What follows belongs to an exercise in optimizing a design on an open flow for small area; a production flow would make more cautious choices.
Function was checked by simulation only, so behaviour that the tests miss may differ from the original.
Power figures rest on the tool's default switching activity, not on a simulated workload.

Setup of run A:
==> flow/design.v (excerpt) <==
module physics_core (
   input wire           aclk,
   input wire           aresetn,
   input wire [15:0]    ip_pc_paddle_1_X,
   input wire [15:0]    ip_pc_paddle_1_Y,
   input wire [15:0]    ip_pc_paddle_1_Z,
   input wire           ip_pc_paddle_1_valid,
   input wire [15:0]    ip_pc_paddle_2_X,
   input wire [15:0]    ip_pc_paddle_2_Y,
   input wire [15:0]    ip_pc_paddle_2_Z,
   input wire           ip_pc_paddle_2_valid,
   input wire [15:0]    iBall_X,
   input wire [15:0]    iBall_Y,
   input wire [15:0]    iBall_Z,
   output wire [15:0]   pc_gr_ball_X_p1,
   output wire [15:0]   pc_gr_ball_Y_p1,
   output wire [15:0]   pc_gr_ball_Z_p1,
   output wire [15:0]   pc_gr_paddle_1_X_p1,
   output wire [15:0]   pc_gr_paddle_1_Y_p1,
   output wire [15:0]   pc_gr_paddle_1_Z_p1,
   output wire [15:0]   pc_gr_paddle_2_X_p1,
   output wire [15:0]   pc_gr_paddle_2_Y_p1,
   output wire [15:0]   pc_gr_paddle_2_Z_p1
);
localparam [1:0] S_IDLE = 2'd0, S_HIT1 = 2'd1, S_HIT2 = 2'd2, S_MOVE = 2'd3;
localparam [15:0] GRAVITY = 16'd10;
function [16:0] radd;
   input [15:0] a;
   input [15:0] b;
   input        ci;
   integer i;
   reg c;
   begin
      c = ci;
      for (i = 0; i < 16; i = i + 1) begin
         radd[i] = a[i] ^ b[i] ^ c;
         c = (a[i] & b[i]) | (a[i] & c) | (b[i] & c);
      end
      radd[16] = c;
   end
endfunction
reg [15:0] p1x, p1y, p1z, p2x, p2y, p2z;
reg [15:0] bx, by, bz;
reg [15:0] ux, uy, uz;
reg [1:0]  state;
wire idle    = (state == S_IDLE);
wire hit1_st = (state == S_HIT1);
wire [15:0] nax = ~(hit1_st ? ip_pc_paddle_1_X : bx);
wire [15:0] nay = ~(hit1_st ? ip_pc_paddle_1_Y : by);
wire [15:0] naz = ~(hit1_st ? ip_pc_paddle_1_Z : bz);
wire [16:0] f1x = radd(nax, p1x, 1'b1);
wire [16:0] f1y = radd(nay, p1y, 1'b1);
wire [16:0] f1z = radd(naz, p1z, 1'b1);
wire [16:0] f2x = radd(nax, p2x, 1'b1);
wire [16:0] f2y = radd(nay, p2y, 1'b1);
wire [16:0] d2z = radd(naz, p2z, 1'b1);
wire hit1 = !f1x[16] && (f1x[15:0] >= 16'd65462) &&
            !f1y[16] && (f1y[15:0] >= 16'd65487) &&
            !f1z[16] && (f1z[15:0] == 16'd65520);
wire hit2 = !f2x[16] && (f2x[15:0] >= 16'd65462) &&
  ...
Size: about 290 I/O pins, about 11000 sq um of cells after synthesis.
==> flow/config.mk <==
export PLATFORM = sky130hd
export DESIGN_NAME = physics_core
export DESIGN_NICKNAME = physics_core
export VERILOG_FILES = /design/flow/design.v
export SDC_FILE = /design/flow/constraint.sdc
export NUM_CORES = 4
export LEC_CHECK = 0
export CAP_MARGIN = 20
export CORE_MARGIN = 2
export CORE_UTILIZATION = 40
export SLEW_MARGIN = 20
==> flow/constraint.sdc <==
create_clock -name core_clock -period 10.0 [get_ports {aclk}]
set_input_delay 2.0000 -clock core_clock [delete_from_list [all_inputs] [get_ports {aclk}]]
set_output_delay 2.0000 -clock core_clock [all_outputs]
set_load 0.01 [all_outputs]
standard.sh (not shown) runs the stock make flow with config.mk's settings and CLKGATE_MAP_FILE= SYNTH_SCRIPT=/design/flow/synth_recipe.tcl, a recipe that flattens the netlist after the stock synthesis.
==> flow/flow/run.sh <==
#!/bin/bash
# Own layout flow: ORFS as the standard.sh runs it, with these changes to
# how the layout is made:
#  - synthesis maps logic with an area-oriented ABC script (flow/abc_area.script)
#    instead of ORFS's delay-oriented one;
#  - right after synthesis maps the full adders, flow/fafix.py picks each full
#    adder's polarity to save inverters (a full adder is self-dual);
#    the rest of synthesis is unchanged, so the registers, their names and
#    cells are the standard synthesis's;
#  - the port buffers are the smallest buffer cell;
#  - the clock tree uses small clock buffers; knobs in flow/knobs.sh.
# Each tool's full output goes to the ORFS logs under orfs/logs and to
# make_finish.log here.
set -euo pipefail
here=$(pwd)
rm -rf "$here/scripts_mod"
cp -r "$FLOW_HOME/scripts" "$here/scripts_mod"
cp "$here/flow/abc_area.script" "$here/scripts_mod/abc_speed.script"
python3 - "$here/scripts_mod/synth.tcl" <<'PY'
import sys
p = sys.argv[1]
s = open(p).read()
old = """  opt -fast -purge
  dont_use_after_adder_step"""
new = """  opt -fast -purge
  write_json $::env(RESULTS_DIR)/pre_fafix.json
  exec python3 $::env(FAFIX_PY) $::env(RESULTS_DIR)/pre_fafix.json $::env(RESULTS_DIR)/post_fafix.json $::env(DESIGN_NAME) >@ stdout
  delete $::env(DESIGN_NAME)
  read_json $::env(RESULTS_DIR)/post_fafix.json
  hierarchy -top $::env(DESIGN_NAME)
  opt_clean -purge
  dont_use_after_adder_step"""
assert s.count(old) == 1
open(p, 'w').write(s.replace(old, new))
PY
export FAFIX_PY="$here/flow/fafix.py"
source "$here/flow/knobs.sh"
bash standard.sh SCRIPTS_DIR="$here/scripts_mod" "${KNOBS[@]}" finish > make_finish.log 2>&1
==> flow/flow/knobs.sh <==
KNOBS=(
  "BUFFER_PORTS_ARGS=-buffer_cell sky130_fd_sc_hd__buf_1"
  "CTS_ARGS=-sink_clustering_enable -repair_clock_nets -buf_list sky130_fd_sc_hd__clkbuf_8 -root_buf sky130_fd_sc_hd__clkbuf_16 -sink_clustering_size 30 -sink_clustering_max_diameter 60 -dont_use_dummy_load"
  "CORE_UTILIZATION=80"
  "PLACE_DENSITY=0.85"
  "SLEW_MARGIN=5"
  "CAP_MARGIN=5"
)
Other scripts of this flow, unchanged in this note and not shown: flow/flow/abc_area.script, flow/flow/fafix.py
Run A did not finish; a tool error ended it in global routing.
Changes in run B relative to run A:
==> flow/flow/knobs.sh <==
KNOBS=(
  "BUFFER_PORTS_ARGS=-buffer_cell sky130_fd_sc_hd__buf_1"
  "CTS_BUF_LIST=sky130_fd_sc_hd__clkbuf_8"
  "CORE_UTILIZATION=70"
  "PLACE_DENSITY=0.75"
)
==> comparison <==
Run B: PASS, flow complete, no timing, DRC or antenna violations. On post-DP HPWL, run A loses to run B. On placed cell area, run B and run A are basically level. Run B improves on run A in pre-CTS setup slack. Diff run A..run B | net count after synthesis | unchanged. Simple-gate portion of the synthesized area: run A vs run B identical.
The inputs of run C differ from those of run B as listed below.
--- a/flow/flow/knobs.sh
+++ b/flow/flow/knobs.sh
@@ -3 +3 @@
-  "CTS_BUF_LIST=sky130_fd_sc_hd__clkbuf_8"
+  "CTS_ARGS=-sink_clustering_enable -repair_clock_nets -buf_list sky130_fd_sc_hd__clkbuf_16 -sink_clustering_size 40 -sink_clustering_max_diameter 100 -dont_use_dummy_load"
@@ -5,0 +6,2 @@
+  "SLEW_MARGIN=5"
+  "CAP_MARGIN=5"
[summary]
The post-route total power on run C is in line with that on run B. Re area after synthesis: no difference whatsoever between run C and run B. Buffer count excluding the clock tree in the final layout: run C vs run B, no meaningful difference.

==> afterwards: timing with drivers on the ports <==
How much do the figures lean on ideal ports? The routed layouts below were timed once more, with nothing changed but the port constraints.
Step 1 sets driving cells, clkbuf_16 on the clock port and buf_2 on the other inputs (assumed; they add their load-dependent delay and slew).
Step 2, shift: input delay + t, output delay - t, t = (earliest + latest rising clock arrival at the registers) / 2. This alone moves slack from input paths to output paths.
a / b / c = ideal / step 1 / step 2; a / b = the first two.
run	shift t [ns]	setup WS [ns]	hold slack, ns	worst register clock-pin slew, ns	cell pins on the clock port's net
run B	0.519	0.592 / 0.606 / 0.087	0.480 / 0.480 / 0.480	0.10 / 0.10	1
run C	0.477	0.494 / 0.513 / 0.036	0.476 / 0.476 / 0.476	0.07 / 0.07	1
After both steps every run listed still meets setup and hold. For run B, which loses most, drivers alone change the setup slack by +0.014 ns; drivers and shift together by -0.505 ns.
